This is an optimization exercise on Yosys and OpenROAD, whose aim is small area, not a production implementation.
In this exercise RTL edits were held to simulation tests only and were not proved equivalent to the original.
Power figures rest on the tool's default switching activity, not on a simulated workload.

==> flow/design.v, too long to show whole: its modules and the start of the top module <==
// module qr_fa: 4 lines
// module qr_ha: 4 lines
// module qr_out: 19 lines
// module qr_hbf: 697 lines
// module qr_th: 902 lines
// module qr_engine: 4238 lines
// module qam_rx: 64 lines
module qam_rx(
    input clk,
    input reset,
    input [2:0] sw,
    input signed [17:0] rf_in,
    output signed [17:0] dec_var_i,
    output signed [17:0] dec_var_q
);
  // ...
==> flow/run.sh <==
#!/bin/bash
# synth_recipe.tcl (not shown) runs the flow's synth.tcl, then flattens the netlist and writes it again
# the make line also repeats each setting of config.mk as NAME=value (left out here)
make -C /OpenROAD-flow-scripts/flow DESIGN_CONFIG=/design/flow/config.mk WORK_HOME=/design/flow/orfs CLKGATE_MAP_FILE= SYNTH_SCRIPT=/design/flow/synth_recipe.tcl finish
==> flow/config.mk <==
export PLATFORM = sky130hd
export DESIGN_NAME = qam_rx
export DESIGN_NICKNAME = qam_rx
export VERILOG_FILES = /design/flow/design.v
export SDC_FILE = /design/flow/constraint.sdc
export NUM_CORES = 8
export LEC_CHECK = 0
export CAP_MARGIN = 20
export CORE_MARGIN = 2
export CORE_UTILIZATION = 70
export CTS_CLUSTER_DIAMETER = 80
export CTS_CLUSTER_SIZE = 24
export SLEW_MARGIN = 20
export SYNTH_HIERARCHICAL = 1
export SYNTH_MINIMUM_KEEP_SIZE = 0
==> flow/constraint.sdc <==
create_clock -name core_clock -period 12.0 [get_ports {clk}]
set_input_delay 2.4000 -clock core_clock [delete_from_list [all_inputs] [get_ports {clk}]]
set_output_delay 2.4000 -clock core_clock [all_outputs]
set_load 0.01 [all_outputs]
==> metrics.md, run 1 <==
| Metric | Value |
|---|---|
| Outcome | finished clean |
| Clock insertion delay at the later pin of the skew report | 0.99 ns |
| Antenna violations before repair | 52 |
| HP Start | EI.rg46[4] |
| Clock sinks | 6054 |
| Hold Crit Depth | 0 |
| Commonest non-fill, non-tap cell in the layout | dfxtp_1 |
| Drc violations | 0 |
| Slowest library cell on the worst path | dfxtp_1 |
| Hold endpoint | EI.rg46[8] |
| Hold Slack | 0.264 ns |
| Comb group | 47700 uW |
| Signal buffers share of area | 0.535% |
| Crit Path Max Fanout | 16 |
| DP Area | 268000 um^2 |
| Wire per inst | 30.9 um |
| Power per cell area | 304 nW/um^2 |
| Root Driver | clkbuf_16 |
| Overall power | 84200 uW |
| DIE WIDTH | 615 um |
| First-pass GRT wire length | 980000 um |
| Footprint of the multi-input gates | 119000 um^2 |
| Mapped Cells | 16600 |
| Fmax | 0.0976 GHz |
| Clock buffer count from CTS | 304 |
| Peak supply drop | 0.0117 V |
| Chip Height | 615 um |
| Placement Setup Slack | 1.54 ns |
| Sw Ratio | 40.0% |
| Met3 Usage GRT | 10.2% |
| Register area | 136000 um^2 |
| WL met1 | 285000 um |
| Layout cells sized above 1 | 10.2% |
==> inputs of run 2 (changes only) <==
--- a/flow/design.v
+++ b/flow/design.v
@@ -903,17 +903,17 @@
 wire m1_s55 = ~(m1_c8 ^ m1_s9);
 wire m1_c56 = m1_c8 | m1_s9;
 wire m1_s57, m1_c58;
 qr_fa um1_s57 (.a(~s1[17]), .b(s1[15]), .c(~s1[13]), .s(m1_s57), .k(m1_c58));
 wire m1_s59, m1_c60;
 qr_fa um1_s59 (.a(~s1[10]), .b(~s1[5]), .c(m1_c10), .s(m1_s59), .k(m1_c60));
 wire m1_s61, m1_c62;
 qr_fa um1_s61 (.a(s1[16]), .b(~s1[14]), .c(~s1[11]), .s(m1_s61), .k(m1_c62));
-wire m1_s63 = ~~s1[6];
+wire m1_s63 = s1[6];
 wire m1_c64 = ~s1[6];
 wire m1_s65, m1_c66;
 qr_fa um1_s65 (.a(~s1[17]), .b(~s1[15]), .c(~s1[12]), .s(m1_s65), .k(m1_c66));
 wire m1_s67, m1_c68;
 qr_ha um1_s67 (.a(~s1[16]), .b(~s1[13]), .s(m1_s67), .k(m1_c68));
 wire m1_s69, m1_c70;
 qr_ha um1_s69 (.a(s1[2]), .b(~s1[0]), .s(m1_s69), .k(m1_c70));
 wire m1_s71, m1_c72;
@@ -995,23 +995,23 @@
 wire m1_s147, m1_c148;
 qr_fa um1_s147 (.a(m1_c68), .b(m1_c102), .c(m1_s103), .s(m1_s147), .k(m1_c148));
 wire m1_s149 = ~(m1_c104 ^ m1_s105);
 wire m1_c150 = m1_c104 | m1_s105;
 wire m1_s151 = ~(m1_c106 ^ m1_s107);
 wire m1_c152 = m1_c106 | m1_s107;
 wire m1_s153, m1_c154;
 qr_fa um1_s153 (.a(s1[17]), .b(~s1[12]), .c(m1_c108), .s(m1_s153), .k(m1_c154));
-wire m1_s155 = ~~s1[13];
+wire m1_s155 = s1[13];
 wire m1_c156 = ~s1[13];
-wire m1_s157 = ~~s1[14];
+wire m1_s157 = s1[14];
 wire m1_c158 = ~s1[14];
-wire m1_s159 = ~~s1[15];
+wire m1_s159 = s1[15];
 wire m1_c160 = ~s1[15];
-wire m1_s161 = ~~s1[16];
+wire m1_s161 = s1[16];
 wire m1_c162 = ~s1[16];
 wire [35:0] m1_ra = {1'b1, 1'b1, 1'b1, 1'b1, s1[17], m1_c160, m1_c158, m1_c156, m1_c154, m1_c152, m1_c150, m1_c148, m1_c146, m1_c144, m1_c142, m1_c140, m1_c138, m1_c136, m1_c134, m1_c132, m1_c130, m1_c128, m1_c126, m1_c124, m1_c122, m1_c120, m1_c118, m1_c116, m1_c114, m1_c112, m1_c110, s1[0], ~s1[3], ~s1[2], ~s1[1], ~s1[0]};
 wire [35:0] m1_rb = {1'b0, 1'b0, 1'b0, 1'b0, m1_c162, m1_s161, m1_s159, m1_s157, m1_s155, m1_s153, m1_s151, m1_s149, m1_s147, m1_s145, m1_s143, m1_s141, m1_s139, m1_s137, m1_s135, m1_s133, m1_s131, m1_s129, m1_s127, m1_s125, m1_s123, m1_s121, m1_s119, m1_s117, m1_s115, m1_s113, m1_s111, m1_s109, s1[1], s1[0], 1'b0, 1'b1};
 wire klm1_g0, klm1_p0; qr_ha klm1_h0 (.a(m1_ra[0]), .b(m1_rb[0]), .s(klm1_p0), .k(klm1_g0));
 wire klm1_g1, klm1_p1; qr_ha klm1_h1 (.a(m1_ra[1]), .b(m1_rb[1]), .s(klm1_p1), .k(klm1_g1));
 wire klm1_g2, klm1_p2; qr_ha klm1_h2 (.a(m1_ra[2]), .b(m1_rb[2]), .s(klm1_p2), .k(klm1_g2));
 wire klm1_g3, klm1_p3; qr_ha klm1_h3 (.a(m1_ra[3]), .b(m1_rb[3]), .s(klm1_p3), .k(klm1_g3));
 wire klm1_g4, klm1_p4; qr_ha klm1_h4 (.a(m1_ra[4]), .b(m1_rb[4]), .s(klm1_p4), .k(klm1_g4));
==> flow/config.mk (replaced) <==
export PLATFORM = sky130hd
export DESIGN_NAME = qam_rx
export DESIGN_NICKNAME = qam_rx
export VERILOG_FILES = /design/flow/design.v
export SDC_FILE = /design/flow/constraint.sdc
export NUM_CORES = 8
export LEC_CHECK = 0
export CAP_MARGIN = 20
export CORE_MARGIN = 2
export CORE_UTILIZATION = 76
export CTS_CLUSTER_DIAMETER = 80
export CTS_CLUSTER_SIZE = 24
export SLEW_MARGIN = 20
export SYNTH_HIERARCHICAL = 1
export SYNTH_MINIMUM_KEEP_SIZE = 0
==> run 2 against run 1 <==
Effect of this change: total power is 1.0% lower; final area decreased by 0.25%; setup slack got worse by 0.35 ns; critical endpoint is now EQ.A0[10]; highest routed layer unchanged.
==> metrics.md, run 2 <==
| Metric | Value |
|---|---|
| Outcome | finished clean (unchanged) |
| Crit path time final | 10.59 ns (was 10.25 ns) |
| Layout fillers | 17600 (was 22300) |
| Tot GR Track Use | 39.9% (was 36.7%) |
| Slowest Stage Delay on Critical Path | 0.75 ns (was 0.72 ns) |
| Most frequent cells in the layout | dfxtp_1 (4542), fa_1 (3634), edfxtp_1 (1508) (was dfxtp_1 (4542), fa_1 (3636), edfxtp_1 (1508)) |
| Largest net degree at the start of global routing | 164 (was 148) |
| Max-cap violations | 0 (unchanged) |
| Worst Setup Path Type | reg2reg (unchanged) |
| Mapped cell area | 261000 um^2 (unchanged) |
| Layout cells sized above 1 | 10.1% (was 10.2%) |
| H-tree depth | 5 (unchanged) |
| HPWL Detailed | 534000 um (was 548000 um) |
| Comb pwr share | 56.4% (was 56.6%) |
| Antenna violations before repair | 42 (was 52) |
| Reg2Reg Capture Point | EQ.A0[10] (was EI.A0[12]) |
| Die area | 348000 um^2 (was 378000 um^2) |
| Max transition margin | 17.4% (was 18.5%) |
| Setup WS post-layout | 1.41 ns (was 1.75 ns) |
| Mapped Cells | 16600 (unchanged) |
| HP Start | EI.rg30[8] (was EI.rg46[4]) |
| Syn_area_per_cell | 15.7 um^2 (unchanged) |
| Final WL | 675000 um (was 677000 um) |
| Post_cts resized | 0 (unchanged) |
| Cts hold-fix bufs | 0 (unchanged) |
| Via Count | 132000 (was 130000) |
| Clk buf depth | 4 (unchanged) |
| Fin. max-slew vios | 0 (unchanged) |
| Clock buffer count from CTS | 304 (unchanged) |
| Layout area overhead | 5.79% (was 6.05%) |
| Crit Path Max Fanout | 16 (unchanged) |
| Commonest non-fill, non-tap cell in the layout | dfxtp_1 (unchanged) |
| Power per cell area | 302 nW/um^2 (was 304 nW/um^2) |
| GPL Wtd Cong | 1.06 (was 1.03) |
| Reg power frac | 29.7% (about the same) |
| Length in cells of the worst reg-to-reg path | 31 (unchanged) |
| Met3 Usage GRT | 14.6% (was 10.2%) |
| Largest register FFs | 170 (unchanged) |
| IO Pins | 59 (unchanged) |
| Drt first pass iters | 10 (was 9) |
| Worst-Margin Slew | 1.24 ns (was 1.21 ns) |
| Drc violations | 0 (unchanged) |
| Root Driver | clkbuf_16 (unchanged) |
| Yosys warnings | 11 (unchanged) |
| # Post-CTS Setup Buffers | 0 (unchanged) |
| 1st-iter DRT viols | 14500 (about the same) |
| Critical Path RT | 12.79 ns (was 12.68 ns) |
| Fmax | 0.0944 GHz (was 0.0976 GHz) |
| Clock insertion delay at the later pin of the skew report | 1.01 ns (was 0.99 ns) |
| Setup crit start kind | register (unchanged) |
| Setup-failing EPs final | 0 (unchanged) |
| Remaining antenna violation count | 0 (unchanged) |
| Top flop regs | HI.xf (170), HQ.xf (153) (unchanged) |
| Most flop-heavy register | HI.xf (unchanged) |
| Initial Util | 76.3% (was 70.2%) |
| Row cnt | 215 (was 224) |
| Vias/cell | 6.13 (was 5.94) |
| CP endpoint kind | register (unchanged) |
| Clock transition at the registers of the reported paths | 0.09 ns (was 0.10 ns) |
| Hold Slack | 0.307 ns (was 0.264 ns) |
| Hold Crit Depth | 0 (unchanged) |
| Worst Path Arrival | 11.38 ns (was 10.93 ns) |
| Hold Fails Final Rpt | 0 (unchanged) |
| CORE AREA | 342000 um^2 (was 372000 um^2) |
| Critical path launch point | ptk (unchanged) |
| Post-route setup TNS | 0 ns (unchanged) |
| Met2 Track Usage GR | 59.5% (was 54.1%) |
| Chip Height | 590 um (was 615 um) |
| Grt peak-use layer | met2 (was met1) |
| Tcrit/Tclk final | 88.3% (was 85.4%) |
| Vias in the first global route | 142000 (was 139000) |
| DIE WIDTH | 590 um (was 615 um) |
| RSZ-0062 raised after global routing | false (unchanged) |
| Flop-to-flop setup slack | 1.41 ns (was 1.75 ns) |
| Sw power | 33500 uW (was 33600 uW) |
| Sw Ratio | 40.2% (was 40.0%) |
| Setup Skew | 0.0500 ns (was 0.0871 ns) |
| Hold endpoint | EI.rg30[12] (was EI.rg46[8]) |
| Slowest library cell on the worst path | dfxtp_1 (unchanged) |
| Clock sinks | 6054 (unchanged) |
| Placement Setup Slack | 1.63 ns (was 1.54 ns) |
| PortBufs | 58 (unchanged) |
| Wire per inst | 31.4 um (was 30.9 um) |
| Nets@finish | 21600 (about the same) |
| Peak supply drop | 0.00744 V (was 0.0117 V) |
| TritonCTS clock tree | yes (unchanged) |
| Min-delay worst type | reg2reg (unchanged) |
| First-pass GRT wire length | 979000 um (was 980000 um) |
| Global route overflow | 0 (unchanged) |
| R2R Path Start | ptk (unchanged) |
| P_int | 49900 uW (was 50500 uW) |
| Leak pwr | 0.112 uW (about the same) |
| Grt met1 use | 54.8% (was 54.3%) |
| Clock Power Share | 13.9% (was 13.7%) |
| Most used cell, CP | fa_1 (unchanged) |
[run 2: layout make-up]
type,count,area (um^2),share of cell area (%)
Clock inverter,48,779,0.282
Multi-Input combinational cell,8925,119000,43.0
Timing Repair Buffer,153,1400,0.505
Clock buffer,449,8360,3.03
Inverter,1290,4840,1.75
Tap cell,4557,5700,2.06
Antenna cell,16,40.0,0.0145
Sequential cell,6054,136000,49.3
[run 2: per-layer routing]
layer	wire length, um	up-vias	share of wire [%]
met5	117	-	0.017
met2	303000	6313	45
met4	29900	14	4.4
li1	-	54900	-
met3	81700	1384	12
met1	260000	69100	39
[run 2: how the worst max path moves through the flow]
stage / endpoint / slack (ns) / cells past startpoint
3_3_place_gp: d1i[15] / 1.75 / 34
6_report: EQ.A0[10] / 1.41 / 31
4_1_cts: EQ.A0[10] / 1.47 / 31
5_1_grt: d1i[15] / 0.88 / 34
2_1_floorplan: d1i[15] / 0.06 / 35
3_5_place_dp: d1i[13] / 1.63 / 34
[run 2: power groups by stage]
| stage | Sequential (uW) | Combinational (uW) | Clock (uW) |
|---|---|---|---|
| 3_5_place_dp | 25300 | 46400 | 0 |
| 5_1_grt | 24800 | 52400 | 12300 |
| 3_3_place_gp | 25400 | 44600 | 0 |
| 4_1_cts | 24800 | 47200 | 11600 |
| 2_1_floorplan | 26400 | 36100 | 0 |
| 6_report | 24800 | 47000 | 11600 |
[run 2: worst max-delay path, delay by kind of cell, from the launching register on]
family                     cells  cell delay [ns]
and+or+nand+nor                2             0.23
muxes                          1             0.37
DFF                            1             0.75
AOI/OAI and AO/OA             10             2.65
buffers and inverters          3             0.46
xor gates and xnor gates       1             0.19
adders and majority gates     14             5.75
[run 2: metrics by stage]
| step | cell area (um^2) | utilization [%] | cells | power [uW] |
|---|---|---|---|---|
| 4_1_cts | 276000 | 80.7 | 21500 | 83600 |
| 3_5_place_dp | 267000 | 78.0 | 21000 | 71700 |
| 5_1_grt | 276000 | 80.7 | 21500 | 89500 |
| 6_report | 276000 | 80.7 | 21500 | 83300 |
| 3_3_place_gp | 267000 | 78.0 | 21000 | 70000 |
| 2_1_floorplan | 261000 | - | 16600 | 62500 |
==> inputs of run 3 (changes only) <==
--- a/flow/config.mk
+++ b/flow/config.mk
@@ -8,5 +8,5 @@
 export CAP_MARGIN = 20
 export CORE_MARGIN = 2
-export CORE_UTILIZATION = 76
+export CORE_UTILIZATION = 70
 export CTS_CLUSTER_DIAMETER = 80
 export CTS_CLUSTER_SIZE = 24
==> run 3 against run 2 <==
Effect of this change: still clean; sequential share of layout area fell by 0.12 points; setup slack improved by 0.35 ns; final area rose by 0.25%; count of clock-buffer cells in the layout fell by 12; cell count rose by 2.0%; critical path type unchanged; critical endpoint is now EI.A0[12]; largest cell class unchanged.
==> metrics.md, run 3 <==
| Metric | Value |
|---|---|
| Vias/cell | 5.94 (was 6.13) |
| Worst Setup Path Type | reg2reg (unchanged) |
| Vias in the first global route | 139000 (was 142000) |
| Sw power | 33600 uW (was 33500 uW) |
| Remaining antenna violation count | 0 (unchanged) |
| Fin. max-slew vios | 0 (unchanged) |
| GPL Wtd Cong | 1.03 (was 1.06) |
| Clock buffer count from CTS | 304 (unchanged) |
| Most frequent cells in the layout | dfxtp_1 (4542), fa_1 (3636), edfxtp_1 (1508) (was dfxtp_1 (4542), fa_1 (3634), edfxtp_1 (1508)) |
| Root Driver | clkbuf_16 (unchanged) |
| Overall power | 84200 uW (was 83300 uW) |
| Max transition margin | 18.5% (was 17.4%) |
| H-tree depth | 5 (unchanged) |
| Leak pwr | 0.112 uW (about the same) |
| Worst Path Arrival | 10.93 ns (was 11.38 ns) |
| Crit path time final | 10.25 ns (was 10.59 ns) |
| 1st-iter DRT viols | 14500 (about the same) |
| Most used cell, CP | fa_1 (unchanged) |
| Slowest library cell on the worst path | dfxtp_1 (unchanged) |
| Setup-failing EPs final | 0 (unchanged) |
| Largest register FFs | 170 (unchanged) |
| Mapped cell area | 261000 um^2 (unchanged) |
| Setup WS post-layout | 1.75 ns (was 1.41 ns) |
| Reg2Reg Capture Point | EI.A0[12] (was EQ.A0[10]) |
| Yosys warnings | 11 (unchanged) |
| Slowest Stage Delay on Critical Path | 0.72 ns (was 0.75 ns) |
| Post_cts resized | 0 (unchanged) |
| # Post-CTS Setup Buffers | 0 (unchanged) |
| Setup crit start kind | register (unchanged) |
| Tot GR Track Use | 36.7% (was 39.9%) |
| Global route overflow | 0 (unchanged) |
| First-pass GRT wire length | 980000 um (was 979000 um) |
| Power per cell area | 304 nW/um^2 (was 302 nW/um^2) |
| Layout area overhead | 6.05% (was 5.79%) |
| CORE AREA | 372000 um^2 (was 342000 um^2) |
| Clock transition at the registers of the reported paths | 0.10 ns (was 0.09 ns) |
| Reg power frac | 29.7% (about the same) |
| Top flop regs | HI.xf (170), HQ.xf (153) (unchanged) |
| Critical Path RT | 12.68 ns (was 12.79 ns) |
| HPWL Detailed | 548000 um (was 534000 um) |
| Placement Setup Slack | 1.54 ns (was 1.63 ns) |
| Flop-to-flop setup slack | 1.75 ns (was 1.41 ns) |
| Hold endpoint | EI.rg46[8] (was EI.rg30[12]) |
| Drt first pass iters | 9 (was 10) |
| CP endpoint kind | register (unchanged) |
| Largest net degree at the start of global routing | 148 (was 164) |
| R2R Path Start | ptk (unchanged) |
| Met3 WL post-DR | 70800 um (was 81700 um) |
| Layout cells sized above 1 | 10.2% (was 10.1%) |
| IO Pins | 59 (unchanged) |
| Uppermost routed layer | met5 (unchanged) |
| Cts hold-fix bufs | 0 (unchanged) |
| Post-route setup TNS | 0 ns (unchanged) |
| Worst-Margin Slew | 1.21 ns (was 1.24 ns) |
| Crit Path Max Fanout | 16 (unchanged) |
| P_int | 50500 uW (was 49900 uW) |
| Mapped Cells | 16600 (unchanged) |
| Most flop-heavy register | HI.xf (unchanged) |
| TritonCTS clock tree | yes (unchanged) |
| Fmax | 0.0976 GHz (was 0.0944 GHz) |
| Setup Skew | 0.0871 ns (was 0.0500 ns) |
| Metal2 WL | 299000 um (was 303000 um) |
| DIE WIDTH | 615 um (was 590 um) |
| Initial Util | 70.2% (was 76.3%) |
| Peak supply drop | 0.0117 V (was 0.00744 V) |
| Die area | 378000 um^2 (was 348000 um^2) |
| Clk buf depth | 4 (unchanged) |
| Max-cap violations | 0 (unchanged) |
| Final WL | 677000 um (was 675000 um) |
| Wire per inst | 30.9 um (was 31.4 um) |
| Min-delay worst type | reg2reg (unchanged) |
| PortBufs | 58 (unchanged) |
| Commonest non-fill, non-tap cell in the layout | dfxtp_1 (unchanged) |
| Tcrit/Tclk final | 85.4% (was 88.3%) |
| Clock insertion delay at the later pin of the skew report | 0.99 ns (was 1.01 ns) |
| Clock sinks | 6054 (unchanged) |
| Hold Crit Depth | 0 (unchanged) |
| Length in cells of the worst reg-to-reg path | 31 (unchanged) |
| HP Start | EI.rg46[4] (was EI.rg30[8]) |
| Outcome | finished clean (unchanged) |
| Via Count | 130000 (was 132000) |
| Row cnt | 224 (was 215) |
| WL met1 | 285000 um (was 260000 um) |
| Drc violations | 0 (unchanged) |
| Comb pwr share | 56.6% (was 56.4%) |
| Antenna violations before repair | 52 (was 42) |
| Sw Ratio | 40.0% (was 40.2%) |
| Chip Height | 615 um (was 590 um) |
| Hold Fails Final Rpt | 0 (unchanged) |
| RSZ-0062 raised after global routing | false (unchanged) |
| Clock Power Share | 13.7% (was 13.9%) |
| Nets@finish | 21600 (about the same) |
| Syn_area_per_cell | 15.7 um^2 (unchanged) |
-- run 3: changes by cell type in the layout (fill, tap and decap cells not counted), sizes merged --
| cell | previous run | this run |
|---|---|---|
| buf | 97 | 110 |
| diode | 16 | 18 |
| clkbuf | 449 | 437 |
| clkinvlp | 1 | 0 |
| inv | 1315 | 1317 |
| clkinv | 22 | 28 |
| bufinv | 0 | 2 |
-- run 3: final cells by class --
cell class	count	area, um^2
Antenna cell	18	45.0
Clock buffer	437	8260
Clock inverter	57	958
Fill cell	22300	95000
Inverter	1290	4840
Multi-Input combinational cell	8925	119000
Sequential cell	6054	136000
Tap cell	4972	6220
Timing Repair Buffer	166	1480
-- run 3: how the worst max path moves through the flow --
stage           start   endpoint  slack (ns)  depth (start not counted)
2_1_floorplan    p[0]    d1i[15]        0.06                         35
3_3_place_gp   qd3[0]    d1i[15]        1.50                         36
3_5_place_dp     p[0]    d1i[15]        1.54                         34
4_1_cts          p[0]    d1i[15]        1.56                         34
5_1_grt          p[0]    d1q[15]        1.12                         34
6_report          ptk  EI.A0[12]        1.75                         31
-- run 3: metrics by stage --
stage	std cells	util, %	hold slack, ns	area [um^2]
after floorplan	16600	-	0.310	261000
after global placement	21400	72.0	0.310	268000
after detailed placement	21400	72.0	0.312	268000
after CTS	21900	74.4	0.282	277000
after global routing	21900	74.5	0.301	277000
final	21900	74.5	0.264	277000
-- run 3: power groups by stage --
stage / Clock [uW] / Combinational, uW / Sequential, uW
floorplan: 0 / 36100 / 26400
global placement: 0 / 45800 / 25700
detailed placement: 0 / 47100 / 25400
CTS: 11700 / 47900 / 25000
global route: 12300 / 53200 / 24900
finish: 11600 / 47700 / 25000
-- run 3: critical path, delay by kind of cell, from the launching register on --
kind | cells | cell delay [ns]
AOI/OAI and AO/OA | 11 | 2.58
xor gates and xnor gates | 1 | 0.10
adders and majority gates | 14 | 5.67
buffers and inverters | 3 | 0.43
DFF | 1 | 0.72
muxes | 1 | 0.36
and+or+nand+nor | 1 | 0.12
-- run 3: metal layers --
layer	track usage (%)	up-vias
li1	-	54900
met1	54.3	68600
met2	54.1	5595
met3	10.2	1033
met4	10.2	20
met5	0	-

-- separate check: timing with driven ports --
Ports are ideal in the flow. The routed layouts listed here were re-timed in OpenROAD.
Step 1 assumes that a clkbuf_16 drives the clock port and a buf_2 every other input.
Step 2 also shifts input and output timing later by t, the mid clock arrival at the registers, as if the neighbouring blocks saw the same clock.
a / b / c = ideal / step 1 / step 2; a / b = the first two.
run	t (ns)	setup WS [ns]	latest minus earliest clock arrival (ns)	worst register clock-pin slew, ns	worst data-port slew with drivers (ns)
run 1	1.067	1.753 / 1.753 / 1.753	0.089 / 0.089	0.11 / 0.11	0.24
run 2	1.107	1.406 / 1.406 / 1.406	0.060 / 0.060	0.11 / 0.11	0.21
run 3	1.067	1.753 / 1.753 / 1.753	0.089 / 0.089	0.11 / 0.11	0.24
After both steps setup and hold are still met in every run listed.
